Context: an optimization exercise on an open-source flow, tuned for small area. The choices shown serve that exercise and are no tape-out recipe.
RTL that was checked went through simulation tests only; none was proved equivalent to the original.

==> willow <==
==> flow/design.v <==
`timescale 1ns / 1ps
module vdo_format_detect (
  input         aclk,
  input         aresetn,
  input         s_axis_video_tlast,  
  input         s_axis_video_tuser,  
  input         s_axis_video_tvalid,
  output logic [11:0] pxlCnt,
  output logic [11:0] latchPxlCnt,
  output logic [11:0] lnCnt,
  output logic [11:0] latchLnCnt,
	output logic        oneSecPulse,
  output logic [5:0]  frameCnt,
	output logic [12:0] avgPxlCnt,
	output logic [12:0] avgLnCnt,
	output logic [1:0]  frameFormat  
);
enum bit [1:0] {NOVIDEO=2'd0,P60AT1080=2'd1,P30AT4K=2'd2,P60AT4K=2'd3} frameReslRate;
logic        rst;
logic [4:0]  primaryCnt;  
logic [12:0] secondaryCnt;
logic [02:0] secondsCnt;
assign rst = !aresetn;
always_ff @(posedge aclk) begin
  if(rst) begin
    pxlCnt <= 0;
    latchPxlCnt <= 0;
  end else if(s_axis_video_tlast & s_axis_video_tvalid) begin
    pxlCnt <= 0;
    latchPxlCnt <= pxlCnt;
  end else if(s_axis_video_tvalid) begin	
	  pxlCnt <= pxlCnt + 11'd1;
    latchPxlCnt <= latchPxlCnt;
  end
end
always_ff @(posedge aclk) begin
  if(rst) begin
    lnCnt <= 0;
    latchLnCnt <= 0;
  end else if(s_axis_video_tuser & s_axis_video_tvalid) begin
    lnCnt <= 0;
    latchLnCnt <= lnCnt;
  end else if(s_axis_video_tlast & s_axis_video_tvalid) begin	
	  lnCnt <= lnCnt + 11'd1;
    latchLnCnt <= latchLnCnt;
  end
end
always_ff @(posedge aclk) begin
  if(rst) begin
    primaryCnt <= 0;
  end else begin
	  primaryCnt <= primaryCnt + 5'd1;
  end
end
always_ff @(posedge aclk) begin
  if(rst) begin
    secondaryCnt <= 0;
  end else if(oneSecPulse) begin
    secondaryCnt <= 0;
  end else if(primaryCnt==5'h1f) begin
	  secondaryCnt <= secondaryCnt + 13'd1;
  end
end
always_ff @(posedge aclk) begin
  if(rst) begin
    oneSecPulse <= 0;
  end else if((secondaryCnt==13'd4578) & (!oneSecPulse)) begin
    oneSecPulse <= 1;
  end else begin
	  oneSecPulse <= 0;
  end
end
always_ff @(posedge aclk) begin
  if(rst) begin
    secondsCnt <= 0;
  end else if(oneSecPulse) begin
    secondsCnt <= secondsCnt + 3'd1;
  end
end
always_ff @(posedge aclk) begin
  if(rst) begin
    frameCnt <= 0;
	end else if(oneSecPulse) begin
    frameCnt <= 0;
  end else if(s_axis_video_tuser & s_axis_video_tvalid & (frameCnt<6'd63)) begin
	  frameCnt <= frameCnt + 6'd1;
  end
end
always_ff @(posedge aclk) begin
  if(rst) begin
    avgPxlCnt <= 0;
  end else if(lnCnt>11'd2) begin
    if(s_axis_video_tlast & s_axis_video_tvalid) begin	
	    avgPxlCnt <= (pxlCnt + latchPxlCnt)>>1;
		end
  end
end
always_ff @(posedge aclk) begin
  if(rst) begin
    avgLnCnt <= 0;
  end else if(frameCnt>6'd2) begin
    if(s_axis_video_tuser & s_axis_video_tvalid) begin	
	    avgLnCnt <= (lnCnt + latchLnCnt)>>1;
		end
  end
end
always_ff @(posedge aclk) begin
  if(rst) begin
    frameReslRate <= NOVIDEO;
  end else if(oneSecPulse & (secondsCnt>3'd1)) begin
    if((avgPxlCnt==13'd0) | (avgLnCnt==13'd0)) begin
      frameReslRate <= NOVIDEO;
		end else if((avgPxlCnt<=13'd1280) & (avgLnCnt<=13'd1600)) begin
	    frameReslRate <= P60AT1080;
		end else if((avgPxlCnt>13'd1900) & (avgLnCnt>13'd1600)) begin
	      frameReslRate <= P60AT4K;
		end else begin
	    frameReslRate <= frameReslRate;
		end
  end
end
assign frameFormat = frameReslRate;
endmodule
==> flow/run.sh <==
#!/bin/bash
# synth_recipe.tcl (not shown) runs the flow's synth.tcl, then flattens the netlist and writes it again
# the make line also repeats each setting of config.mk as NAME=value (left out here)
make -C /OpenROAD-flow-scripts/flow DESIGN_CONFIG=/design/flow/config.mk WORK_HOME=/design/flow/orfs CLKGATE_MAP_FILE= SYNTH_SCRIPT=/design/flow/synth_recipe.tcl finish
==> flow/config.mk <==
export PLATFORM = sky130hd
export DESIGN_NAME = vdo_format_detect
export DESIGN_NICKNAME = vdo_format_detect
export VERILOG_FILES = /design/flow/design.v
export SDC_FILE = /design/flow/constraint.sdc
export NUM_CORES = 4
export LEC_CHECK = 0
export CAP_MARGIN = 20
export CORE_MARGIN = 2
export CORE_UTILIZATION = 40
export SLEW_MARGIN = 20
==> flow/constraint.sdc <==
create_clock -name core_clock -period 5.0 [get_ports {aclk}]
set_input_delay 1.0000 -clock core_clock [delete_from_list [all_inputs] [get_ports {aclk}]]
set_output_delay 1.0000 -clock core_clock [all_outputs]
set_load 0.01 [all_outputs]
==> inputs of juniper, as changes to willow <==
==> flow/design.v (replaced) <==
`timescale 1ns / 1ps
module vdo_format_detect (
  input         aclk,
  input         aresetn,
  input         s_axis_video_tlast,
  input         s_axis_video_tuser,
  input         s_axis_video_tvalid,
  output logic [11:0] pxlCnt,
  output logic [11:0] latchPxlCnt,
  output logic [11:0] lnCnt,
  output logic [11:0] latchLnCnt,
  output logic        oneSecPulse,
  output logic [5:0]  frameCnt,
  output logic [12:0] avgPxlCnt,
  output logic [12:0] avgLnCnt,
  output logic [1:0]  frameFormat
);
logic        eol, sof;
logic [4:0]  primaryCnt;
logic [12:0] secondaryCnt;
logic [2:0]  secondsCnt;
logic [11:0] avgPxl, avgLn;
logic [12:0] pxlSum, lnSum;
assign eol = s_axis_video_tlast & s_axis_video_tvalid;
assign sof = s_axis_video_tuser & s_axis_video_tvalid;
logic [12:0] pc, lc;
assign pc[0] = 1'b0;
assign lc[0] = 1'b0;
genvar gi;
generate
  for (gi = 0; gi < 12; gi++) begin : g_rca
    assign pxlSum[gi] = pxlCnt[gi] ^ latchPxlCnt[gi] ^ pc[gi];
    assign pc[gi+1]   = (pxlCnt[gi] & latchPxlCnt[gi]) | (pc[gi] & (pxlCnt[gi] ^ latchPxlCnt[gi]));
    assign lnSum[gi]  = lnCnt[gi] ^ latchLnCnt[gi] ^ lc[gi];
    assign lc[gi+1]   = (lnCnt[gi] & latchLnCnt[gi]) | (lc[gi] & (lnCnt[gi] ^ latchLnCnt[gi]));
  end
endgenerate
assign pxlSum[12] = pc[12];
assign lnSum[12]  = lc[12];
always_ff @(posedge aclk) begin
  if (!aresetn) begin
    pxlCnt <= 0;
    latchPxlCnt <= 0;
  end else if (eol) begin
    pxlCnt <= 0;
    latchPxlCnt <= pxlCnt;
  end else if (s_axis_video_tvalid) begin
    pxlCnt <= pxlCnt + 12'd1;
  end
end
always_ff @(posedge aclk) begin
  if (!aresetn) begin
    lnCnt <= 0;
    latchLnCnt <= 0;
  end else if (sof) begin
    lnCnt <= 0;
    latchLnCnt <= lnCnt;
  end else if (eol) begin
    lnCnt <= lnCnt + 12'd1;
  end
end
always_ff @(posedge aclk) begin
  if (!aresetn) primaryCnt <= 0;
  else          primaryCnt <= primaryCnt + 5'd1;
end
always_ff @(posedge aclk) begin
  if (!aresetn)                secondaryCnt <= 0;
  else if (oneSecPulse)        secondaryCnt <= 0;
  else if (primaryCnt == 5'h1f) secondaryCnt <= secondaryCnt + 13'd1;
end
always_ff @(posedge aclk) begin
  if (!aresetn) oneSecPulse <= 0;
  else          oneSecPulse <= (secondaryCnt == 13'd4578) & !oneSecPulse;
end
always_ff @(posedge aclk) begin
  if (!aresetn)         secondsCnt <= 0;
  else if (oneSecPulse) secondsCnt <= secondsCnt + 3'd1;
end
always_ff @(posedge aclk) begin
  if (!aresetn)         frameCnt <= 0;
  else if (oneSecPulse) frameCnt <= 0;
  else if (sof & (frameCnt != 6'd63)) frameCnt <= frameCnt + 6'd1;
end
always_ff @(posedge aclk) begin
  if (!aresetn) avgPxl <= 0;
  else if (eol & ((|lnCnt[11:2]) | (&lnCnt[1:0]))) avgPxl <= pxlSum[12:1];
end
always_ff @(posedge aclk) begin
  if (!aresetn) avgLn <= 0;
  else if (sof & ((|frameCnt[5:2]) | (&frameCnt[1:0]))) avgLn <= lnSum[12:1];
end
assign avgPxlCnt = {1'b0, avgPxl};
assign avgLnCnt  = {1'b0, avgLn};
always_ff @(posedge aclk) begin
  if (!aresetn) frameFormat <= 2'd0;
  else if (oneSecPulse & (secondsCnt[2] | secondsCnt[1])) begin
    if ((avgPxl == 12'd0) | (avgLn == 12'd0))
      frameFormat <= 2'd0;
    else if ((avgPxl <= 12'd1280) & (avgLn <= 12'd1600))
      frameFormat <= 2'd1;
    else if ((avgPxl > 12'd1900) & (avgLn > 12'd1600))
      frameFormat <= 2'd3;
  end
end
endmodule
==> flow/flow/run.sh (new file) <==
#!/bin/bash
# Standard ORFS layout, with small port buffers and a clock tree without dummy loads.
set -euo pipefail
bash standard.sh \
  BUFFER_PORTS_ARGS="-buffer_cell sky130_fd_sc_hd__buf_1" \
  CTS_ARGS="-sink_clustering_enable -repair_clock_nets -dont_use_dummy_load" \
  finish > standard.log 2>&1
==> flow/standard.sh (new file) <==
#!/bin/bash
# synth_recipe.tcl (not shown) runs the flow's synth.tcl, then flattens the netlist and writes it again
# the make line also repeats each setting of config.mk as NAME=value (left out here)
make -C /OpenROAD-flow-scripts/flow DESIGN_CONFIG=/design/flow/config.mk WORK_HOME=/design/flow/orfs CLKGATE_MAP_FILE= SYNTH_SCRIPT=/design/flow/synth_recipe.tcl "${@:-finish}"
removed: flow/run.sh
==> comparison <==
Between willow and juniper, the lower first-iteration DRC count is in juniper (gap about 74%, measured against juniper).
Of willow and juniper, juniper has the higher non-clock buffer count (gap 3).
Against willow, the sequential share of layout area of juniper is higher by 6.1 points.
Of juniper and willow, willow has the higher design area (gap 16%, measured against willow).
Of willow and juniper, willow has the higher area after synthesis (gap 9.4%, measured against juniper).
No functional check of the RTL was part of juniper.

==> afterwards: timing with drivers on the ports <==
The flow's constraints put no driver on any port. The routed layouts listed below were extracted and timed again, unchanged, in two steps. Step 1, drivers: a clkbuf_16 drives aclk and a buf_2 each remaining input, both assumed. Step 2 moves the port delays by t, midway between the first and last clock arrival at a register: inputs arrive t later, outputs are due t later. That takes back most of the time a late clock gives input paths. a / b / c = ideal / step 1 / step 2; a / b = the first two.
| run | shift t [ns] | setup WS [ns] | worst data-port slew with drivers (ns) |
|---|---|---|---|
| willow | 0.389 | 1.974 / 1.990 / 1.601 | 0.03 |
| juniper | 0.379 | 0.218 / 0.218 / 0.218 | 0.03 |
After both steps setup and hold are still met in every run listed. For willow, which loses most, drivers alone change the setup slack by +0.016 ns; drivers and shift together by -0.373 ns.
